Source: an optimization exercise on an open RTL-to-GDS flow (aim: small area). Production flows keep margins and buffers that such runs may drop.
The RTL was checked by simulation tests, not by an equivalence proof against the original design.
Power and IR drop assume default switching activity.

File: flow/flow/run.sh
#!/bin/bash
# The standard layout (standard.sh) with three changes:
#  - synthesis maps the combinational logic with an area-oriented ABC script
#    (flow/synth_area.tcl, flow/abc_area.script); registers are unchanged;
#  - the port buffers use the smallest buffer cell;
#  - the clock tree uses clkbuf_8 clusters of at most 16 sinks and no dummy
#    loads.
# make's output goes to standard.log; each tool's log is under orfs/logs.
set -e
cat >> config.mk <<'EOC'
export BUFFER_PORTS_ARGS = -buffer_cell sky130_fd_sc_hd__buf_1
export CTS_ARGS = -sink_clustering_enable -repair_clock_nets -dont_use_dummy_load -buf_list sky130_fd_sc_hd__clkbuf_8 -sink_clustering_size 20 -sink_clustering_max_diameter 50
EOC
sed "s|SYNTH_SCRIPT=[^ ]*|SYNTH_SCRIPT=$PWD/flow/synth_area.tcl|" standard.sh > standard_area.sh
grep -q "SYNTH_SCRIPT=$PWD/flow/synth_area.tcl" standard_area.sh
bash standard_area.sh > standard.log 2>&1
File: flow/flow/abc_area.script
&get -n
&st
&dch -f
&nf -a -R 1000
&put
mfs2
&get -n
&st
&dch -f
&nf -a -R 1000
&put
topo
stime -c
File: flow/flow/synth_area.tcl
# The standard flow's synthesis (synth_recipe.tcl in the work folder) with one change:
# Yosys's abc maps the combinational logic with the area-oriented script
# abc_area.script next to this file instead of ORFS's abc_speed.script.
# Registers are mapped before abc runs, so they are the same as in the
# standard synthesis.
set area_abc_script [file join [file dirname [file normalize [info script]]] abc_area.script]
proc abc {args} {
    global area_abc_script
    set i [lsearch -exact $args -script]
    if { $i >= 0 } {
        set args [lreplace $args $i [expr {$i + 1}] -script $area_abc_script]
    }
    yosys abc {*}$args
}
source [file join [file dirname [file dirname [file normalize [info script]]]] synth_recipe.tcl]
File: flow/standard.sh
#!/bin/bash
# synth_recipe.tcl (not shown) runs the flow's synth.tcl, then flattens the netlist and writes it again
# the make line also repeats each setting of config.mk as NAME=value (left out here)
make -C /OpenROAD-flow-scripts/flow DESIGN_CONFIG=/design/flow/config.mk WORK_HOME=/design/flow/orfs CLKGATE_MAP_FILE= SYNTH_SCRIPT=/design/flow/synth_recipe.tcl "${@:-finish}"
File: flow/config.mk
export PLATFORM = sky130hd
export DESIGN_NAME = alu
export DESIGN_NICKNAME = alu
export VERILOG_FILES = /design/flow/design.v
export SDC_FILE = /design/flow/constraint.sdc
export NUM_CORES = 4
export LEC_CHECK = 0
export CAP_MARGIN = 20
export CORE_MARGIN = 2
export CORE_UTILIZATION = 70
export PLACE_DENSITY = 0.8
export SLEW_MARGIN = 20
export BUFFER_PORTS_ARGS = -buffer_cell sky130_fd_sc_hd__buf_1
export CTS_ARGS = -sink_clustering_enable -repair_clock_nets -dont_use_dummy_load -buf_list sky130_fd_sc_hd__clkbuf_8 -sink_clustering_size 20 -sink_clustering_max_diameter 50
File: flow/constraint.sdc
create_clock -name core_clock -period 10.0 [get_ports {clk}]
set_input_delay 2.0000 -clock core_clock [delete_from_list [all_inputs] [get_ports {clk}]]
set_output_delay 2.0000 -clock core_clock [all_outputs]
set_load 0.01 [all_outputs]
File: flow/design.v
module alu(
    output [15:0] data_out,
    output        valid_out,
    output        cmd_out,
    input  [15:0] data_in,
    input         valid_in,
    input         cmd_in,
    output        amm_read,
    output [7:0]  amm_address,
    input  [7:0]  amm_readdata,
    input         amm_waitrequest,
    input  [1:0]  amm_response,
    input clk,
    input rst_n
    );
    localparam S_IDLE = 3'd0, S_PAY = 3'd1, S_MEM = 3'd2, S_RH = 3'd3, S_RP = 3'd4;
    reg [2:0]  state;
    reg [3:0]  opcode;
    reg [5:0]  nof;           
    reg [5:0]  nshift;        
    reg        error;
    reg [11:0] result;
    reg        first_ind;     
    reg [7:0]  fifo [0:62];
    wire [3:0] hop = data_in[11:8];
    wire [5:0] hnof = data_in[5:0];
    wire [1:0] mod = data_in[9:8];
    wire [7:0] d = data_in[7:0];
    wire is_add  = opcode == 4'd0;
    wire is_and  = opcode == 4'd1;
    wire is_or   = opcode == 4'd2;
    wire is_not  = opcode == 4'd4;
    wire is_inc  = opcode == 4'd5;
    wire is_dec  = opcode == 4'd6;
    wire is_neg  = opcode == 4'd7;
    wire is_shr  = opcode == 4'd8;
    wire is_shl  = opcode == 4'd9;
    wire is_shift = is_shr | is_shl;
    wire [7:0] head = fifo[62];
    wire head_mark = head[7:5] == 3'b100;
    wire d_bad = (d > 8'h0F && d < 8'h30) || (d > 8'h7F && d < 8'hA0);
    wire in_mem = state == S_MEM;
    wire aligned = nshift == 6'b100000;
    wire reading = in_mem && aligned && !head_mark;
    wire rd_done = reading && !amm_waitrequest;
    wire rd_ok = rd_done && amm_response == 2'b00;
    wire payload_beat = state == S_PAY && valid_in && !cmd_in;
    wire ind_beat = payload_beat && mod == 2'b01;
    wire push = ind_beat && !error && !d_bad;
    wire shift = push || (in_mem && (!aligned || rd_ok));
    wire sh_step = in_mem && aligned && head_mark && is_shift && !error && nof != 6'd0;
    wire [7:0] opnd = in_mem ? amm_readdata : d;
    wire       apply = (payload_beat && mod == 2'b00) || rd_ok;
    wire       is_a = in_mem ? first_ind : (nof == 6'd2);
    wire       upd = !opcode[3] || (is_shift && is_a);   
    wire        inv = is_not | is_neg;
    wire        addm = is_add | is_inc | is_dec | is_neg;
    wire [11:0] aa = result;
    wire [11:0] bb = {4'b0, (opnd ^ {8{inv}}) & {8{upd}}};
    wire [11:0] xx = aa ^ bb;
    wire [11:0] gg = aa & bb;
    wire [12:0] cc;
    assign cc[0] = is_inc | is_neg;
    genvar k;
    generate for (k = 0; k < 12; k = k + 1) begin : g_add
        assign cc[k+1] = addm & (gg[k] | (xx[k] & cc[k]));
    end endgenerate
    wire [11:0] lg = is_and ? gg : is_or ? (xx | gg) : xx;
    wire [11:0] alu_out = lg ^ cc[11:0];
    wire [5:0] bsat = opnd[5:0] | {6{opnd[7] | opnd[6]}};
    integer i;
    always @(posedge clk) begin
        if (shift) begin
            fifo[0] <= {d[7] | !push, d[6] & push, d[5] & push, d[4:0]};
            for (i = 1; i < 63; i = i + 1)
                fifo[i] <= fifo[i-1];
        end
    end
    always @(posedge clk) begin
        if (!rst_n) begin
            state <= S_IDLE;
        end else begin
            if (shift && !aligned) nshift <= {nshift[4:0], nshift[5] ^ nshift[4] ^ (nshift[4:0] == 5'd0)};
            if (payload_beat || sh_step) nof <= nof - 6'd1;
            case (state)
            S_IDLE: if (valid_in && cmd_in) begin
                opcode <= hop;
                nof <= hnof;
                nshift <= 6'd0;
                first_ind <= 1'b0;
                result <= {12{hop == 4'd1 || hop == 4'd6}};
                error <= (hnof != 6'd2 && hop[3:1] == 3'b100);
                state <= S_PAY;
                if (hnof == 6'd0 || (hop[3:2] == 2'b01 && hnof != 6'd1)) begin
                    error <= 1'b1;
                    state <= S_RH;
                end
            end
            S_PAY: if (payload_beat) begin
                if (ind_beat && d_bad) error <= 1'b1;
                if (ind_beat && nof == 6'd2) first_ind <= 1'b1;
                if (nof == 6'd1) state <= S_MEM;
                if (mod[1] && opcode[3:2] == 2'b01) result <= 12'h000;
            end
            S_MEM: begin
                if (aligned && head_mark && !sh_step) state <= S_RH;
                if (rd_done) begin
                    if (amm_response != 2'b00) begin
                        error <= 1'b1;
                        state <= S_RH;
                    end else
                        first_ind <= 1'b0;
                end
            end
            S_RH: state <= S_RP;
            default: state <= S_IDLE;
            endcase
            if (apply) begin
                result <= alu_out;
                if (is_shift && !is_a && (in_mem || nof == 6'd1)) nof <= bsat;
            end
            if (sh_step)
                result[7:0] <= is_shr ? {1'b0, result[7:1]} : {result[6:0], 1'b0};
        end
    end
    wire [11:0] final_result = error ? 12'hBAD :
                               {result[11:8] & {4{~is_neg}}, result[7:0]};
    wire is_rh = state == S_RH;
    assign valid_out = is_rh || state == S_RP;
    assign cmd_out = is_rh;
    assign data_out = {4'b0, final_result[11:5] & {7{~is_rh}},
                       is_rh ? {error, opcode} : final_result[4:0]};
    assign amm_address = head;
    assign amm_read = reading;
endmodule
==> results of run 1 <==
## layer usage
metal	up-vias	GRT usage
met5	-	0
met1	3742	0.319
met4	0	0.0593
li1	3540	-
met2	293	0.305
met3	49	0.0382
## placed cells by master, fill, tap and decap left out, drive strengths merged, types with 4 or more instances in the layout
master and n:
a211oi 8, a21oi 35, a31oi 11, and2 7, and3 4, buf 56
clkbuf 38, clkinv 27, conb 4, edfxtp 534, ha 21, mux2i 16
nand2 47, nand3 11, nor2 41, nor3 14, nor4 4, o211ai 4
o21ai 22, xor2 11
## stage by stage
stage	std cells	power, mW	worst slack, ns	area (sq um)	util
2_1_floorplan	870	2.79	2.29	18100	-
3_3_place_gp	1252	2.83	4.14	18800	0.742
3_5_place_dp	1252	2.84	4.03	18800	0.742
4_1_cts	1290	3.76	4.60	19300	0.763
5_1_grt	1290	3.87	4.16	19300	0.763
6_report	1290	3.73	4.54	19300	0.763
## power by group through the flow
| stage | registers (mW) | clock network (mW) | logic (mW) |
|---|---|---|---|
| after floorplan | 2.68 | 0 | 0.118 |
| after global placement | 2.67 | 0 | 0.160 |
| after detailed placement | 2.67 | 0 | 0.169 |
| final | 2.62 | 0.933 | 0.168 |
| after CTS | 2.63 | 0.964 | 0.167 |
| after global routing | 2.63 | 1.04 | 0.189 |
## worst max-delay path, stage by stage
cell	delay [ns]
sky130_fd_sc_hd__buf_1	0.16
sky130_fd_sc_hd__mux2i_1	0.32
sky130_fd_sc_hd__xor2_1	0.17
sky130_fd_sc_hd__nand2_1	0.10
sky130_fd_sc_hd__ha_1	0.38
sky130_fd_sc_hd__a21o_1	0.17
sky130_fd_sc_hd__a21oi_1	0.07
sky130_fd_sc_hd__nor2_1	0.16
sky130_fd_sc_hd__a22o_1	0.17
sky130_fd_sc_hd__and2_0	0.15
sky130_fd_sc_hd__o21ai_0	0.11
sky130_fd_sc_hd__nor2_1	0.15
sky130_fd_sc_hd__o21ai_0	0.11
sky130_fd_sc_hd__nand2b_1	0.19
sky130_fd_sc_hd__a21oi_1	0.20
sky130_fd_sc_hd__nand2_1	0.10
sky130_fd_sc_hd__nand2_1	0.10
sky130_fd_sc_hd__a21oi_1	0.07
sky130_fd_sc_hd__nor2_1	0.24
sky130_fd_sc_hd__and3_1	0.25
sky130_fd_sc_hd__nand2_1	0.10
sky130_fd_sc_hd__xnor2_1	0.16
sky130_fd_sc_hd__o21ai_0	0.09
## state kept, by name, indices dropped and copies added, names as in the netlist
signal,flops
result,12
fifo,504
first_ind,1
opcode,4
state,3
error,1
nof,6
nshift,6
## worst max-delay path by stage
stage                          start    endpoint  depth (start not counted)
after global routing          nof[2]  result[11]                         25
final                     data_in[0]  result[11]                         23
after CTS                 data_in[0]  result[11]                         23
after global placement    data_in[0]  result[11]                         23
after floorplan             state[1]   nshift[3]                          8
after detailed placement  data_in[0]  result[11]                         23
## cell type report
class	count	area [sq um]
clock buffers	38	523
fillers	1332	5980
inverters	27	101
multi-input cells	302	1880
flip-flops and latches	537	16100
well taps	330	413
repair buffers	56	262
## kinds of logic after synthesis
logic type,count (synthesis),share of synthesized area
xor+xnor,14,0.00679
simple gates,147,0.0379
buf+inv,31,0.00727
compound gates,100,0.0335
flops,537,0.891
mux,16,0.00886
fa+ha+maj,21,0.0145
other cells,1,0.000208
## synth_stat cells (all sizes together), types with 2 or more instances
| library cell | instances |
|---|---|
| a211oi | 8 |
| a21boi | 2 |
| a21oi | 35 |
| a221oi | 2 |
| a22oi | 2 |
| a2bb2oi | 2 |
| a31oi | 11 |
| and2 | 7 |
| and3 | 4 |
| buf | 4 |
| clkinv | 27 |
| dfxtp | 3 |
| edfxtp | 534 |
| ha | 21 |
| mux2i | 16 |
| nand2 | 47 |
| nand2b | 2 |
| nand3 | 11 |
| nand3b | 3 |
| nor2 | 41 |
| nor2b | 3 |
| nor3 | 14 |
| nor3b | 2 |
| nor4 | 4 |
| nor4b | 3 |
| o211ai | 4 |
| o21a | 3 |
| o21ai | 22 |
| o311ai | 2 |
| o31ai | 3 |
| or2 | 2 |
| or4 | 3 |
| xnor2 | 3 |
| xor2 | 11 |
==> impl_results.rst, run 1 <==
.. list-table::
   :header-rows: 1

   * - Metric
     - Value
   * - Sum of net half-perimeters after detailed placement
     - 15.9 mm
   * - Number of gates resized after cts
     - 0
   * - Max-Cap Viols
     - 0
   * - Detail Route met2 WL
     - 12.3 mm
   * - Cell depth of the worst min-delay path
     - 0
   * - Kind of critical path
     - in2reg
   * - Number of flops mapped to enable cells by yosys
     - 534
   * - Hold EP
     - fifo[23][4]
   * - Final TNS setup
     - 0 ns
   * - Rel. slew slack
     - 0.277
   * - Reg2Reg Depth
     - 25
   * - Die span in x
     - 165 um
   * - Number of failing hold endpoints at the final stage
     - 0
   * - CTS Hold Bufs
     - 0
   * - Clock Latency Late Sink
     - 0.56 ns
   * - Number of global-route vias before repair
     - 7383
   * - Category of the worst setup path launch point
     - primary input
   * - Largest fanout of any net on the critical path
     - 5
   * - Leading register cell type out of synthesis
     - sky130_fd_sc_hd__edfxtp_1
   * - Leakage power
     - 5.66 nW
   * - Worst hold slack
     - 0.379 ns
   * - Htree depth
     - 2
   * - Cell Rows
     - 58
   * - Number of setup violations in the final report
     - 0
   * - Timing-limited maximum frequency
     - 0.183 GHz
   * - Distinct cell type count after synthesis
     - 40
   * - Total number of vias
     - 7624
   * - GR Overflow Total
     - 0
   * - Beginning of the worst hold path
     - fifo[22][4]
   * - VDD IR max
     - 0.144 mV
   * - Library cell with the largest summed area after synthesis
     - sky130_fd_sc_hd__edfxtp_1
   * - Antenna diode instance count
     - 0
   * - Net Switching
     - 0.753 mW
   * - Share of final-layout standard cells stronger than drive strength 1
     - 0.0500
   * - Number of storage elements in the synthesis netlist
     - 537
   * - Kind of end point of the critical path
     - flop
   * - Final GP Congestion
     - 0.872
   * - Final min period
     - 5.46 ns
   * - Die Y
     - 165 um
   * - DR pass1 iterations
     - 5
   * - Cell-internal power
     - 2.97 mW
   * - Syn. warnings
     - 2
   * - Final routed wirelength across all metal layers
     - 26.5 mm
   * - Number of DRC violations after detailed routing
     - 0
   * - Clock network fraction of design power
     - 0.250
   * - Post-synthesis average cell area
     - 20.8 sq um
   * - Slew @ Worst Pin
     - 1.07 ns
   * - Number of I/O pins
     - 58
   * - Proportion of synthesized flip-flops having asynchronous set or reset
     - 0
   * - Number of pins with negative max-slew slack in the final report
     - 0
   * - TritonCTS clock tree
     - done
   * - Area of the die
     - 0.0271 sq mm
   * - Sequential power share
     - 0.705
   * - End of the worst register-to-register path
     - result[11]
   * - Path category of the worst min-delay check
     - reg2reg
   * - Wire length on met1
     - 11.9 mm
   * - First-pass GRT wire length
     - 40.9 mm
   * - Internal reg-to-reg setup slack
     - 4.72 ns
   * - Number of buffers inserted by port buffering
     - 49
   * - Nets
     - 1014
   * - Top-area cell type share of the netlist area
     - 0.888
   * - Pin count of the biggest net entering global routing
     - 200
   * - Outcome
     - complete, no violations
   * - Unrepaired setup endpoints after global routing
     - false
   * - Initial cell density of the core
     - 0.715
   * - Post-CTS Setup Bufs
     - 0
   * - Required time of the critical path
     - 10.26 ns
   * - Cell count after synthesis
     - 867
   * - Number of buffers added by the clock tree synthesis step
     - 38
   * - Netlist area before placement
     - 0.0181 sq mm
   * - Share of synthesized area occupied by flip-flops and latches
     - 0.891
   * - Worst EP arrival
     - 5.72 ns
   * - Worst Clk Skew
     - 0.0555 ns
   * - Clk root buf
     - sky130_fd_sc_hd__clkbuf_8
   * - Number of violations reported at the end of detailed-routing iteration 0
     - 980
   * - Placeable Area
     - 0.0253 sq mm
   * - Layout area overhead
     - 6.68%
   * - Origin of the critical flop-to-flop path
     - nof[3]
   * - Total global routing track utilization
     - 0.204
   * - Share of the cycle needed by the critical path after routing
     - 0.546
   * - Max clock buf depth
     - 3
   * - PwrDens
     - 193 mW/mm^2
   * - Metal3 WL
     - 1.72 mm
   * - Highest layer used for signal routing
     - met4
   * - Reg clk slew, reported paths
     - 0.11 ns
   * - Initial antenna violation count
     - 2
   * - Wire length per cell after detailed routing
     - 20.6 um
   * - Detailed-route vias per instance
     - 5.91
   * - Share of total power consumed by net switching
     - 0.202
   * - Main area contributors after synthesis
     - sky130_fd_sc_hd__edfxtp_1 (89%), sky130_fd_sc_hd__ha_1 (1.5%), sky130_fd_sc_hd__nand2_1 (0.98%)
   * - Part of the total power dissipated in combinational logic
     - 0.045
   * - DRT antenna net count
     - 0
   * - Sink Count
     - 537
==> run 2: changes to the inputs <==
==> flow/flow/run.sh (replaced) <==
#!/bin/bash
# The standard layout (standard.sh) with these changes:
#  - synthesis maps all the combinational logic with an area-oriented ABC
#    script (flow/synth_area.tcl, flow/abc_area.script) and does not map
#    adders to half/full-adder cells first (ADDER_MAP_FILE empty); registers
#    are mapped before abc runs, so they are the standard synthesis's;
#  - the port buffers use the smallest buffer cell;
#  - the clock tree uses clkbuf_8 clusters of at most 20 sinks within 50 um
#    and no dummy loads.
# make's output goes to standard.log; each tool's log is under orfs/logs.
set -e
cat >> config.mk <<'EOC'
export ADDER_MAP_FILE =
export BUFFER_PORTS_ARGS = -buffer_cell sky130_fd_sc_hd__buf_1
export CTS_ARGS = -sink_clustering_enable -repair_clock_nets -dont_use_dummy_load -buf_list sky130_fd_sc_hd__clkbuf_8 -sink_clustering_size 20 -sink_clustering_max_diameter 50
EOC
sed "s|SYNTH_SCRIPT=[^ ]*|SYNTH_SCRIPT=$PWD/flow/synth_area.tcl|" standard.sh > standard_area.sh
grep -q "SYNTH_SCRIPT=$PWD/flow/synth_area.tcl" standard_area.sh
bash standard_area.sh > standard.log 2>&1
==> flow/flow/abc_area.script (replaced) <==
&get -n
&st
&syn2
&dch -f
&nf -a -R 1000
&put
mfs2
&get -n
&st
&dch -f
&nf -a -R 1000
&put
topo
stime -c
--- a/flow/config.mk
+++ b/flow/config.mk
@@ -10,5 +10,6 @@
 export CORE_UTILIZATION = 70
 export PLACE_DENSITY = 0.8
 export SLEW_MARGIN = 20
+export ADDER_MAP_FILE =
 export BUFFER_PORTS_ARGS = -buffer_cell sky130_fd_sc_hd__buf_1
 export CTS_ARGS = -sink_clustering_enable -repair_clock_nets -dont_use_dummy_load -buf_list sky130_fd_sc_hd__clkbuf_8 -sink_clustering_size 20 -sink_clustering_max_diameter 50
==> impl_results.rst, run 2 <==
.. list-table::
   :header-rows: 1

   * - Metric
     - Value
   * - Post-synthesis average cell area
     - 21.1 sq um
   * - Final routed wirelength across all metal layers
     - 24.0 mm
   * - Required time of the critical path
     - 10.29 ns
   * - Post-CTS Setup Bufs
     - 0
   * - Placeable Area
     - 0.0250 sq mm
   * - Most common cell after layout, fill and taps aside
     - sky130_fd_sc_hd__edfxtp_1
   * - GR Overflow Total
     - 0
   * - Share of final-layout standard cells stronger than drive strength 1
     - 0.0472
   * - Minimum setup slack in the final design
     - 4.65 ns
   * - Worst EP arrival
     - 5.64 ns
   * - Placed Instances
     - 1223
   * - Number of flops mapped to enable cells by yosys
     - 534
   * - Number of global-route vias before repair
     - 6862
   * - Detailed-route vias per instance
     - 5.84
   * - Distinct cell type count after synthesis
     - 37
   * - Clock Latency Late Sink
     - 0.55 ns
   * - Number of gates resized after cts
     - 0
   * - Kind of critical path
     - in2reg
   * - Netlist area before placement
     - 0.0178 sq mm
   * - Sink Count
     - 537
   * - Internal reg-to-reg setup slack
     - 4.76 ns
   * - Sum of net half-perimeters after detailed placement
     - 13.8 mm
   * - Reg clk slew, reported paths
     - 0.10 ns
   * - Synth top cells by count
     - sky130_fd_sc_hd__edfxtp_1 (534), sky130_fd_sc_hd__nor2_1 (59), sky130_fd_sc_hd__a21oi_1 (46)
   * - Number of flip-flops in the largest register
     - 504
   * - Non-filler instance count after layout
     - 1262
   * - Hold EP
     - fifo[1][6]
   * - Die Y
     - 163 um
   * - Initial antenna violation count
     - 1
   * - Area of the die
     - 0.0267 sq mm
   * - DR pass1 iterations
     - 5
   * - Syn. warnings
     - 2
   * - Proportion of synthesized flip-flops having asynchronous set or reset
     - 0
   * - Path category of the worst min-delay check
     - reg2reg
   * - Initial cell density of the core
     - 0.710
   * - Commonest non-fill, non-tap cells in the layout
     - sky130_fd_sc_hd__edfxtp_1 (534), sky130_fd_sc_hd__nor2_1 (59), sky130_fd_sc_hd__buf_1 (49)
   * - Kind of end point of the critical path
     - flop
   * - Total number of vias
     - 7364
   * - Final design area excluding fillers
     - 0.0190 sq mm
   * - Wire length per cell after detailed routing
     - 19.0 um
   * - Top-area cell type share of the netlist area
     - 0.902
   * - TritonCTS clock tree
     - done
   * - Total global routing track utilization
     - 0.184
   * - Reg2Reg Depth
     - 24
   * - Share of synthesized area occupied by flip-flops and latches
     - 0.905
   * - Number of setup violations in the final report
     - 0
   * - Max-Cap Viols
     - 0
   * - Category of the worst setup path launch point
     - primary input
   * - Number of buffers added by the clock tree synthesis step
     - 39
   * - CTS Hold Bufs
     - 0
   * - Beginning of the worst hold path
     - fifo[0][6]
   * - Slew @ Worst Pin
     - 1.07 ns
   * - Clk root buf
     - sky130_fd_sc_hd__clkbuf_8
   * - Cell depth of the worst min-delay path
     - 0
   * - Worst Clk Skew
     - 0.0677 ns
   * - Area of combinational cells with multiple inputs
     - 0.00164 sq mm
   * - Outcome
     - complete, no violations
   * - Worst slack at placement
     - 4.09 ns
   * - Final GP Congestion
     - 0.902
   * - Origin of the critical flop-to-flop path
     - nof[2]
   * - Registers with the most flip-flops
     - fifo (504), result (12)
   * - Nets
     - 965
   * - Pin count of the biggest net entering global routing
     - 242
   * - Final TNS setup
     - 0 ns
   * - Library cell with the largest summed area after synthesis
     - sky130_fd_sc_hd__edfxtp_1
   * - Main area contributors after synthesis
     - sky130_fd_sc_hd__edfxtp_1 (90%), sky130_fd_sc_hd__a21oi_1 (1.3%), sky130_fd_sc_hd__nor2_1 (1.2%)
   * - Number of storage elements in the synthesis netlist
     - 537
   * - Layout area overhead
     - 6.57%
   * - Htree depth
     - 2
   * - Largest fanout of any net on the critical path
     - 4
   * - Area after detailed placement
     - 0.0184 sq mm
   * - Register ranked first by flip-flop count
     - fifo
   * - Cell Rows
     - 58
   * - DRT antenna net count
     - 0
   * - Rel. slew slack
     - 0.289
   * - Die span in x
     - 163 um
   * - End of the worst register-to-register path
     - result[11]
   * - Leakage power
     - 5.88 nW
   * - Filler cells
     - 1352
   * - Number of violations reported at the end of detailed-routing iteration 0
     - 850
   * - Number of I/O pins
     - 58
   * - Final min period
     - 5.35 ns
   * - Most frequent cell after synthesis
     - sky130_fd_sc_hd__edfxtp_1
   * - Number of buffers inserted by port buffering
     - 49
   * - Number of failing hold endpoints at the final stage
     - 0
   * - Cell count after synthesis
     - 841
   * - Reg area
     - 0.0161 sq mm
   * - VDD IR max
     - 0.169 mV
   * - Number of DRC violations after detailed routing
     - 0
   * - Number of pins with negative max-slew slack in the final report
     - 0
   * - PwrDens
     - 201 mW/mm^2
   * - Timing-limited maximum frequency
     - 0.187 GHz
   * - Unrepaired setup endpoints after global routing
     - false
   * - Max clock buf depth
     - 3
   * - Leading register cell type out of synthesis
     - sky130_fd_sc_hd__edfxtp_1
   * - Antenna diode instance count
     - 0
   * - First-pass GRT wire length
     - 37.1 mm
   * - Share of the cycle needed by the critical path after routing
     - 0.535
[run 2: worst max-delay path by stage]
stage	from	endpoint	cells past startpoint
after floorplan	data_in[7]	fifo[0][0]	6
after detailed placement	data_in[0]	result[11]	22
after CTS	data_in[0]	result[11]	22
final	data_in[0]	result[11]	22
after global placement	data_in[0]	result[11]	22
after global routing	data_in[0]	result[11]	22
[run 2: kinds of logic after synthesis]
logic type / synth area share
flip-flops: 0.905
AND/OR/NAND/NOR: 0.0389
AO/OA/AOI/OAI: 0.0324
XOR/XNOR: 0.0113
multiplexers: 0.00788
buffers and inverters: 0.00359
adder cells (fa/ha/maj): 0.000563
other: 0.000211
[run 2: area by class of cell]
cell class,instances,share of cell area
repair buffers,53,0.0117
flip-flops and latches,537,0.849
well taps,330,0.0218
inverters,9,0.00264
clock buffers,39,0.0283
multi-input cells,294,0.0863
[run 2: power breakdown]
group | switching, mW | total [mW] | leakage (nW) | internal (mW)
clock network | 0.585 | 0.936 | 0.280 | 0.351
registers | 0.0486 | 2.68 | 4.88 | 2.63
logic | 0.137 | 0.181 | 0.721 | 0.0442
total | 0.771 | 3.80 | 5.88 | 3.03
[run 2: layer usage]
metal | vias to the layer above | track usage | share of wire
li1 | 3432 | - | -
met2 | 256 | 0.269 | 0.45
met3 | 41 | 0.0361 | 0.062
met1 | 3635 | 0.296 | 0.47
met4 | 0 | 0.0499 | 0.020
met5 | - | 0 | 0
[run 2: through the flow]
step	hold slack, ns	power, mW	util
final	0.368	3.80	0.757
after global routing	0.368	3.95	0.757
after CTS	0.367	3.84	0.757
after detailed placement	0.405	2.91	0.735
after global placement	0.402	2.90	0.735
after floorplan	0.400	2.88	-
[run 2: critical path: stages]
cell and delay (ns):
sky130_fd_sc_hd__buf_1 0.18, sky130_fd_sc_hd__mux2i_1 0.17, sky130_fd_sc_hd__xnor2_1 0.17, sky130_fd_sc_hd__nor2_1 0.13
sky130_fd_sc_hd__nand2_1 0.10, sky130_fd_sc_hd__a21oi_1 0.14, sky130_fd_sc_hd__nand2_1 0.10, sky130_fd_sc_hd__o21ai_0 0.25
sky130_fd_sc_hd__maj3_1 0.21, sky130_fd_sc_hd__nand2_1 0.09, sky130_fd_sc_hd__o21a_1 0.21, sky130_fd_sc_hd__o21ai_0 0.15
sky130_fd_sc_hd__nand2_1 0.09, sky130_fd_sc_hd__a21oi_1 0.22, sky130_fd_sc_hd__a21oi_1 0.06, sky130_fd_sc_hd__or4_1 0.52
sky130_fd_sc_hd__nand2_1 0.11, sky130_fd_sc_hd__nand4_1 0.17, sky130_fd_sc_hd__nor2_1 0.20, sky130_fd_sc_hd__nand2_1 0.10
sky130_fd_sc_hd__xnor2_1 0.18, sky130_fd_sc_hd__o21ai_0 0.09
==> run 3: changes to the inputs <==
==> flow/flow/run.sh (replaced) <==
#!/bin/bash
# The standard layout (standard.sh) with these changes:
#  - synthesis maps all the combinational logic with an area-oriented ABC
#    script (flow/synth_area.tcl, flow/abc_area.script) and does not map
#    adders to half/full-adder cells first (ADDER_MAP_FILE empty); registers
#    are mapped before abc runs, so they are the standard synthesis's;
#  - the port buffers use the smallest buffer cell;
#  - the clock tree uses clkbuf_8 clusters of at most 18 sinks within 50 um
#    and no dummy loads.
# make's output goes to standard.log; each tool's log is under orfs/logs.
set -e
cat >> config.mk <<'EOC'
export ADDER_MAP_FILE =
export BUFFER_PORTS_ARGS = -buffer_cell sky130_fd_sc_hd__buf_1
export CTS_ARGS = -sink_clustering_enable -repair_clock_nets -dont_use_dummy_load -buf_list sky130_fd_sc_hd__clkbuf_8 -sink_clustering_size 18 -sink_clustering_max_diameter 50
EOC
sed "s|SYNTH_SCRIPT=[^ ]*|SYNTH_SCRIPT=$PWD/flow/synth_area.tcl|" standard.sh > standard_area.sh
grep -q "SYNTH_SCRIPT=$PWD/flow/synth_area.tcl" standard_area.sh
bash standard_area.sh > standard.log 2>&1
==> flow/flow/abc_area.script (replaced) <==
&get -n
&st
&deepsyn -T 120
&dch -f
&nf -a -R 1000
&put
mfs2
&get -n
&st
&dch -f
&nf -a -R 1000
&put
topo
stime -c
--- a/flow/config.mk
+++ b/flow/config.mk
@@ -12,4 +12,4 @@
 export SLEW_MARGIN = 20
 export ADDER_MAP_FILE =
 export BUFFER_PORTS_ARGS = -buffer_cell sky130_fd_sc_hd__buf_1
-export CTS_ARGS = -sink_clustering_enable -repair_clock_nets -dont_use_dummy_load -buf_list sky130_fd_sc_hd__clkbuf_8 -sink_clustering_size 20 -sink_clustering_max_diameter 50
+export CTS_ARGS = -sink_clustering_enable -repair_clock_nets -dont_use_dummy_load -buf_list sky130_fd_sc_hd__clkbuf_8 -sink_clustering_size 18 -sink_clustering_max_diameter 50
==> impl_results.rst, run 3 <==
.. list-table::
   :header-rows: 1

   * - Metric
     - Value
   * - Slew @ Worst Pin
     - 1.05 ns
   * - VDD IR max
     - 0.153 mV
   * - DRT antenna net count
     - 0
   * - Final GP Congestion
     - 0.900
   * - TritonCTS clock tree
     - done
   * - Leading register cell type out of synthesis
     - sky130_fd_sc_hd__edfxtp_1
   * - Pin count of the biggest net entering global routing
     - 190
   * - Rel. slew slack
     - 0.300
   * - Wire length per cell after detailed routing
     - 21.7 um
   * - Number of I/O pins
     - 58
   * - Die span in x
     - 163 um
   * - Syn. warnings
     - 2
   * - Most repeated library cell on the critical path
     - sky130_fd_sc_hd__nand2_1
   * - CP max-delay cell
     - sky130_fd_sc_hd__mux2i_1
   * - Number of global-route vias before repair
     - 7055
   * - Number of flip-flops in the largest register
     - 504
   * - Cell family with most CP delay
     - compound AO/OA/AOI/OAI gates
   * - Filler cells
     - 1315
   * - Sum of net half-perimeters after detailed placement
     - 15.8 mm
   * - CTS Hold Bufs
     - 0
   * - Share of final-layout standard cells stronger than drive strength 1
     - 0.0503
   * - Number of pins with negative max-slew slack in the final report
     - 0
   * - Leakage power
     - 5.86 nW
   * - Total global routing track utilization
     - 0.207
   * - Share of the cycle needed by the critical path after routing
     - 0.571
   * - Clk root buf
     - sky130_fd_sc_hd__clkbuf_8
   * - Kind of end point of the critical path
     - flop
   * - Layout area overhead
     - 6.75%
   * - Kind of critical path
     - in2reg
   * - Buf+Inv Stages, Crit Path
     - 1
   * - Most frequent cell after synthesis
     - sky130_fd_sc_hd__edfxtp_1
   * - Reg clk slew, reported paths
     - 0.10 ns
   * - Number of violations reported at the end of detailed-routing iteration 0
     - 889
   * - Main area contributors after synthesis
     - sky130_fd_sc_hd__edfxtp_1 (91%), sky130_fd_sc_hd__nand2_1 (1.1%), sky130_fd_sc_hd__nor2_1 (0.89%)
   * - Fraction of the core area covered by cells at the end of the flow
     - 0.753
   * - Largest fanout of any net on the critical path
     - 4
   * - Cell Rows
     - 58
   * - Placeable Area
     - 0.0250 sq mm
   * - Synth top cells by count
     - sky130_fd_sc_hd__edfxtp_1 (534), sky130_fd_sc_hd__nand2_1 (52), sky130_fd_sc_hd__nor2_1 (42)
   * - DR pass1 iterations
     - 5
   * - Required time of the critical path
     - 10.23 ns
   * - Number of buffers inserted by port buffering
     - 49
   * - Number of DRC violations after detailed routing
     - 0
   * - Library cell with the largest summed area after synthesis
     - sky130_fd_sc_hd__edfxtp_1
   * - Final TNS setup
     - 0 ns
   * - Number of flops mapped to enable cells by yosys
     - 534
   * - Worst path cell trace
     - buf_1 > mux2i_1 > xnor2_1 > o21ai_0 > nor2_1 > xor2_1 > nand2_1 > nand2_1 > maj3_1 > nand2_1 > o21ai_0 > a31o_1 > nand2_1 > a21oi_1 > nand2_1 > nand2_1 > o211ai_1 > a21oi_1 > a21oi_1 > nor2_1 > and3_1 > nand2_1 > xor2_1 > o21ai_0
   * - Share of synthesized area occupied by flip-flops and latches
     - 0.914
   * - Initial antenna violation count
     - 1
   * - Sink Count
     - 537
   * - Detailed-route vias per instance
     - 5.96
   * - Most common cell after layout, fill and taps aside
     - sky130_fd_sc_hd__edfxtp_1
   * - Area of the die
     - 0.0265 sq mm
   * - Number of failing hold endpoints at the final stage
     - 0
   * - Initial cell density of the core
     - 0.706
   * - Htree depth
     - 2
   * - Proportion of synthesized flip-flops having asynchronous set or reset
     - 0
   * - Post-CTS Setup Bufs
     - 0
   * - Registers with the most flip-flops
     - fifo (504), result (12)
   * - Max-Cap Viols
     - 0
   * - Number of gates resized after cts
     - 0
   * - Commonest non-fill, non-tap cells in the layout
     - sky130_fd_sc_hd__edfxtp_1 (534), sky130_fd_sc_hd__nand2_1 (51), sky130_fd_sc_hd__buf_1 (49)
   * - Final routed wirelength across all metal layers
     - 26.6 mm
   * - Post-synthesis average cell area
     - 21.9 sq um
   * - Timing-limited maximum frequency
     - 0.175 GHz
   * - Unrepaired setup endpoints after global routing
     - false
   * - Number of setup violations in the final report
     - 0
   * - First-pass GRT wire length
     - 40.7 mm
   * - Critical Path Max Stage Delay
     - 0.37 ns
   * - Top-area cell type share of the netlist area
     - 0.910
   * - Total number of vias
     - 7309
   * - Clock Latency Late Sink
     - 0.56 ns
   * - Distinct cell type count after synthesis
     - 45
   * - Number of buffers added by the clock tree synthesis step
     - 39
   * - Nets
     - 928
   * - Worst EP arrival
     - 5.95 ns
   * - Category of the worst setup path launch point
     - primary input
   * - GR Overflow Total
     - 0
   * - Die Y
     - 163 um
   * - Netlist area before placement
     - 0.0176 sq mm
   * - Cell count after synthesis
     - 804
   * - Outcome
     - complete, no violations
   * - Number of storage elements in the synthesis netlist
     - 537
   * - Worst Clk Skew
     - 0.0881 ns
   * - Register ranked first by flip-flop count
     - fifo
   * - Max clock buf depth
     - 3
   * - Path category of the worst min-delay check
     - reg2reg
   * - PwrDens
     - 218 mW/mm^2
   * - Final min period
     - 5.71 ns
## run 3: worst reg2reg max path: stages (launching register included)
cell                       delay (ns)
sky130_fd_sc_hd__dfxtp_1         0.46
sky130_fd_sc_hd__nor2_1          0.12
sky130_fd_sc_hd__nand2_1         0.43
sky130_fd_sc_hd__mux2i_1         0.47
sky130_fd_sc_hd__xnor2_1         0.22
sky130_fd_sc_hd__o21ai_0         0.13
sky130_fd_sc_hd__nor2_1          0.20
sky130_fd_sc_hd__xor2_1          0.19
sky130_fd_sc_hd__nand2_1         0.11
sky130_fd_sc_hd__nand2_1         0.10
sky130_fd_sc_hd__maj3_1          0.16
sky130_fd_sc_hd__nand2_1         0.09
sky130_fd_sc_hd__o21ai_0         0.28
sky130_fd_sc_hd__a31o_1          0.20
sky130_fd_sc_hd__nand2_1         0.05
sky130_fd_sc_hd__a21oi_1         0.27
sky130_fd_sc_hd__nand2_1         0.09
sky130_fd_sc_hd__nand2_1         0.07
sky130_fd_sc_hd__o211ai_1        0.15
sky130_fd_sc_hd__a21oi_1         0.32
sky130_fd_sc_hd__a21oi_1         0.07
sky130_fd_sc_hd__nor2_1          0.19
sky130_fd_sc_hd__and3_1          0.25
sky130_fd_sc_hd__nand2_1         0.08
sky130_fd_sc_hd__xor2_1          0.15
sky130_fd_sc_hd__o21ai_0         0.09
## run 3: path summary, 6_finish.rpt
path                             startpoint           to  slack [ns]  cells after the start
worst min-delay path            fifo[26][6]  fifo[27][6]        0.37                      0
worst max-delay path             data_in[0]   result[11]        4.29                     24
worst max register to register     state[2]   result[11]        4.74                     25
worst min register to register  fifo[26][6]  fifo[27][6]        0.37                      0
## run 3: power breakdown
part | total [mW] | leakage [nW] | switching [mW] | internal, mW
Combinational | 0.296 | 0.707 | 0.230 | 0.0665
Clock | 0.940 | 0.280 | 0.588 | 0.352
Sequential | 2.86 | 4.87 | 0.0850 | 2.78
Total | 4.10 | 5.86 | 0.903 | 3.20
## run 3: layout make-up
type                            instances  area, sq um  area share
Inverter                                6         22.5     0.00120
Clock buffer                           39          537      0.0285
Antenna cell                            1         2.50    0.000133
Multi-Input combinational cell        260         1500      0.0799
Sequential cell                       537        16100       0.856
Tap cell                              330          413      0.0220
Timing Repair Buffer                   53          234      0.0124
## run 3: metal layers
layer  vias to the layer above  part of all wire  global-route usage
li1                       3320                 -                   -
met4                         0             0.016              0.0495
met5                         -                 0                   0
met1                      3624              0.43               0.305
met2                       318              0.49               0.330
met3                        47             0.071              0.0430
## run 3: cell families (layout without fill, tap and decap cells)
kind of cell | Yosys count | count (layout) | synth area share
buffers and inverters | 10 | 98 | 0.00298
adders and majority gates | 1 | 1 | 0.000568
AOI/OAI and AO/OA | 86 | 86 | 0.0314
muxes | 10 | 10 | 0.00568
other | 1 | 5 | 0.000213
and+or+nand+nor | 141 | 141 | 0.0366
DFF | 537 | 537 | 0.914
xor gates and xnor gates | 18 | 18 | 0.00895
## run 3: through the flow
stage / hold slack (ns) / power [mW] / area (sq um) / setup WS, ns / std cells
after floorplan: 0.400 / 3.12 / 17600 / 2.62 / 807
after global placement: 0.401 / 3.17 / 18300 / 3.95 / 1186
after detailed placement: 0.405 / 3.21 / 18300 / 3.86 / 1186
after CTS: 0.369 / 4.14 / 18800 / 4.39 / 1225
after global routing: 0.369 / 4.27 / 18800 / 3.90 / 1225
final: 0.371 / 4.10 / 18800 / 4.29 / 1226
==> run 4: changes to the inputs <==
==> flow/flow/run.sh (replaced) <==
#!/bin/bash
# The standard layout (standard.sh) with these changes:
#  - synthesis maps all the combinational logic with an area-oriented ABC
#    script (flow/synth_area.tcl, flow/abc_area.script) and does not map
#    adders to half/full-adder cells first (ADDER_MAP_FILE empty); registers
#    are mapped before abc runs, so they are the standard synthesis's;
#  - the port buffers use the smallest buffer cell;
#  - the clock tree uses clkbuf_8 clusters of at most 20 sinks within 60 um
#    and no dummy loads.
# make's output goes to standard.log; each tool's log is under orfs/logs.
set -e
cat >> config.mk <<'EOC'
export ADDER_MAP_FILE =
export BUFFER_PORTS_ARGS = -buffer_cell sky130_fd_sc_hd__buf_1
export CTS_ARGS = -sink_clustering_enable -repair_clock_nets -dont_use_dummy_load -buf_list sky130_fd_sc_hd__clkbuf_8 -sink_clustering_size 20 -sink_clustering_max_diameter 60
EOC
sed "s|SYNTH_SCRIPT=[^ ]*|SYNTH_SCRIPT=$PWD/flow/synth_area.tcl|" standard.sh > standard_area.sh
grep -q "SYNTH_SCRIPT=$PWD/flow/synth_area.tcl" standard_area.sh
bash standard_area.sh > standard.log 2>&1
--- a/flow/config.mk
+++ b/flow/config.mk
@@ -12,4 +12,4 @@
 export SLEW_MARGIN = 20
 export ADDER_MAP_FILE =
 export BUFFER_PORTS_ARGS = -buffer_cell sky130_fd_sc_hd__buf_1
-export CTS_ARGS = -sink_clustering_enable -repair_clock_nets -dont_use_dummy_load -buf_list sky130_fd_sc_hd__clkbuf_8 -sink_clustering_size 18 -sink_clustering_max_diameter 50
+export CTS_ARGS = -sink_clustering_enable -repair_clock_nets -dont_use_dummy_load -buf_list sky130_fd_sc_hd__clkbuf_8 -sink_clustering_size 20 -sink_clustering_max_diameter 60
==> impl_results.rst, run 4 <==
.. list-table::
   :header-rows: 1

   * - Metric
     - Value
   * - Outcome
     - complete, no violations
   * - Post-synthesis average cell area
     - 22.0 sq um
   * - Number of I/O pins
     - 58
   * - Distinct cell type count after synthesis
     - 46
   * - Path category of the worst min-delay check
     - reg2reg
   * - Category of the worst setup path launch point
     - primary input
   * - Share of synthesized area occupied by flip-flops and latches
     - 0.913
   * - Max-Cap Viols
     - 0
   * - TritonCTS clock tree
     - done
   * - Worst slack at placement
     - 3.26 ns
   * - Top-area cell type share of the netlist area
     - 0.909
   * - Final routed wirelength across all metal layers
     - 25.2 mm
   * - Number of buffers inserted by port buffering
     - 49
   * - Leading register cell type out of synthesis
     - sky130_fd_sc_hd__edfxtp_1
   * - Hold EP
     - fifo[32][2]
   * - Final GP Congestion
     - 0.857
   * - Nets
     - 917
   * - Design Power
     - 3.92 mW
   * - Area of the die
     - 0.0265 sq mm
   * - Number of setup violations in the final report
     - 0
   * - Buf+Inv Stages, Crit Path
     - 1
   * - Number of global-route vias before repair
     - 6955
   * - Cell Rows
     - 58
   * - Critical Path Max Stage Delay
     - 0.34 ns
   * - Final design area excluding fillers
     - 0.0187 sq mm
   * - Origin of the critical flop-to-flop path
     - state[2]
   * - Worst Clk Skew
     - 0.0385 ns
   * - Largest fanout of any net on the critical path
     - 4
   * - Number of buffers added by the clock tree synthesis step
     - 31
   * - Minimum setup slack in the final design
     - 3.78 ns
   * - Rel. slew slack
     - 0.285
   * - Unrepaired setup endpoints after global routing
     - false
   * - Most common cell after layout, fill and taps aside
     - sky130_fd_sc_hd__edfxtp_1
   * - Die Y
     - 163 um
   * - Non-filler instance count after layout
     - 1214
   * - Fraction of the core area covered by cells at the end of the flow
     - 0.749
   * - Cell family with most CP delay
     - compound AO/OA/AOI/OAI gates
   * - End of the worst register-to-register path
     - result[11]
   * - VDD IR max
     - 0.180 mV
   * - Number of storage elements in the synthesis netlist
     - 537
   * - Stages on worst setup path
     - 27
   * - Internal reg-to-reg setup slack
     - 4.24 ns
   * - Area after detailed placement
     - 0.0183 sq mm
   * - CTS Hold Bufs
     - 0
   * - Reg2Reg Depth
     - 28
   * - Sink Count
     - 537
   * - Library cell with the largest summed area after synthesis
     - sky130_fd_sc_hd__edfxtp_1
   * - CP max-delay cell
     - sky130_fd_sc_hd__xnor2_1
   * - Number of DRC violations after detailed routing
     - 0
   * - DR pass1 iterations
     - 5
   * - Total number of vias
     - 7177
   * - Reg clk slew, reported paths
     - 0.11 ns
   * - Detailed-route vias per instance
     - 5.91
   * - Worst hold slack
     - 0.383 ns
   * - Timing-limited maximum frequency
     - 0.161 GHz
   * - Number of flops mapped to enable cells by yosys
     - 534
   * - Number of pins with negative max-slew slack in the final report
     - 0
   * - Required time of the critical path
     - 10.33 ns
   * - Number of gates resized after cts
     - 0
   * - Registers with the most flip-flops
     - fifo (504), result (12)
   * - Beginning of the worst hold path
     - fifo[31][2]
   * - Post-CTS Setup Bufs
     - 0
   * - Pin count of the biggest net entering global routing
     - 218
   * - Number of violations reported at the end of detailed-routing iteration 0
     - 937
   * - Final min period
     - 6.22 ns
   * - Layout area overhead
     - 6.05%
   * - Most repeated library cell on the critical path
     - sky130_fd_sc_hd__nand2_1
   * - Cell depth of the worst min-delay path
     - 0
   * - Total global routing track utilization
     - 0.192
   * - Commonest non-fill, non-tap cells in the layout
     - sky130_fd_sc_hd__edfxtp_1 (534), sky130_fd_sc_hd__buf_1 (48), sky130_fd_sc_hd__nand2_1 (41), sky130_fd_sc_hd__nor2_1 (41), sky130_fd_sc_hd__clkbuf_8 (31)
   * - Max clock buf depth
     - 3
   * - Main area contributors after synthesis
     - sky130_fd_sc_hd__edfxtp_1 (91%), sky130_fd_sc_hd__nand2_1 (0.89%), sky130_fd_sc_hd__nor2_1 (0.87%)
   * - Final TNS setup
     - 0 ns
   * - Number of failing hold endpoints at the final stage
     - 0
   * - Clock Latency Late Sink
     - 0.61 ns
   * - Cell count after synthesis
     - 803
   * - Netlist area before placement
     - 0.0176 sq mm
   * - Kind of critical path
     - in2reg
   * - Syn. warnings
     - 2
   * - Synth top cells by count
     - sky130_fd_sc_hd__edfxtp_1 (534), sky130_fd_sc_hd__nand2_1 (42), sky130_fd_sc_hd__nor2_1 (41)
   * - Initial antenna violation count
     - 0
   * - Register ranked first by flip-flop count
     - fifo
   * - First-pass GRT wire length
     - 38.6 mm
   * - Sum of net half-perimeters after detailed placement
     - 14.9 mm
   * - DRT antenna net count
     - 0
   * - Kind of end point of the critical path
     - flop
   * - Placeable Area
     - 0.0250 sq mm
   * - Clk root buf
     - sky130_fd_sc_hd__clkbuf_8
   * - Initial cell density of the core
     - 0.707
   * - Placed Instances
     - 1183
   * - Proportion of synthesized flip-flops having asynchronous set or reset
     - 0
   * - Antenna diode instance count
     - 0
   * - Die span in x
     - 163 um
   * - Worst EP arrival
     - 6.55 ns
   * - Number of flip-flops in the largest register
     - 504
   * - Wire length per cell after detailed routing
     - 20.8 um
   * - PwrDens
     - 210 mW/mm^2
   * - Leakage power
     - 5.78 nW
   * - GR Overflow Total
     - 0
   * - Share of final-layout standard cells stronger than drive strength 1
     - 0.0407
   * - Htree depth
     - 1
   * - Filler cells
     - 1318
   * - Share of the cycle needed by the critical path after routing
     - 0.622
   * - Slew @ Worst Pin
     - 1.07 ns
   * - Most frequent cell after synthesis
     - sky130_fd_sc_hd__edfxtp_1
-- run 4: cells by family (layout without fill, tap and decap cells) --
logic type,count (synthesis),in the layout,synth area share
AO/OA/AOI/OAI,86,86,0.0323
XOR/XNOR,16,16,0.00795
buffers and inverters,11,89,0.00319
flip-flops,537,537,0.913
multiplexers,9,9,0.00511
other,1,4,0.000213
AND/OR/NAND/NOR,143,143,0.0387
-- run 4: routing by layer --
layer,up-vias,global-route usage,part of all wire
met2,226,0.294,0.48
met5,-,0,0
met3,54,0.0359,0.054
met1,3600,0.298,0.45
met4,0,0.0499,0.020
li1,3297,-,-
-- run 4: final cells by class --
type | count | area [sq um] | share of cell area
clock buffers | 31 | 427 | 0.0228
inverters | 7 | 26.3 | 0.00140
multi-input cells | 258 | 1520 | 0.0812
flip-flops and latches | 537 | 16100 | 0.860
well taps | 330 | 413 | 0.0221
repair buffers | 51 | 225 | 0.0120
-- run 4: report_power, final --
part           switching (mW)  leakage [nW]  internal (mW)  total, mW
Clock                   0.568         0.223          0.278      0.846
Combinational           0.207         0.693         0.0626      0.270
Sequential             0.0701          4.87           2.74       2.81
-- run 4: how the worst max path moves through the flow --
stage	startpoint	to	slack [ns]
3_5_place_dp	data_in[0]	result[11]	3.26
2_1_floorplan	cmd_in	nshift[0]	2.63
5_1_grt	data_in[0]	result[11]	3.51
3_3_place_gp	data_in[0]	result[11]	3.59
4_1_cts	data_in[0]	result[11]	3.89
6_report	data_in[0]	result[11]	3.78

[static timing again, ports no longer ideal]
No port has a modelled driver above. Below, the same layouts with a new extraction and two added sets of constraints. Step 1 (the two cells are an assumption about what drives the block):
set clk [get_ports {clk}]
set_driving_cell -lib_cell sky130_fd_sc_hd__clkbuf_16 $clk
set_driving_cell -lib_cell sky130_fd_sc_hd__buf_2 [delete_from_list [all_inputs] $clk]
Step 2, shift: input delay + t, output delay - t, t = (earliest + latest rising clock arrival at the registers) / 2. This alone moves slack from input paths to output paths. Three values: ideal, step 1, step 2; two values: the first two.
run | t, ns | setup slack, ns | worst hold slack (ns)
run 1 | 0.581 | 4.539 / 4.564 / 3.983 | 0.379 / 0.379 / 0.379
run 2 | 0.574 | 4.647 / 4.669 / 4.095 | 0.368 / 0.368 / 0.368
run 3 | 0.564 | 4.285 / 4.305 / 3.741 | 0.371 / 0.371 / 0.371
run 4 | 0.633 | 3.783 / 3.799 / 3.166 | 0.383 / 0.383 / 0.383
After both steps every run listed still meets setup and hold. The setup slack of run 4, which loses most, moves by +0.016 ns with the drivers and by -0.617 ns with both steps.
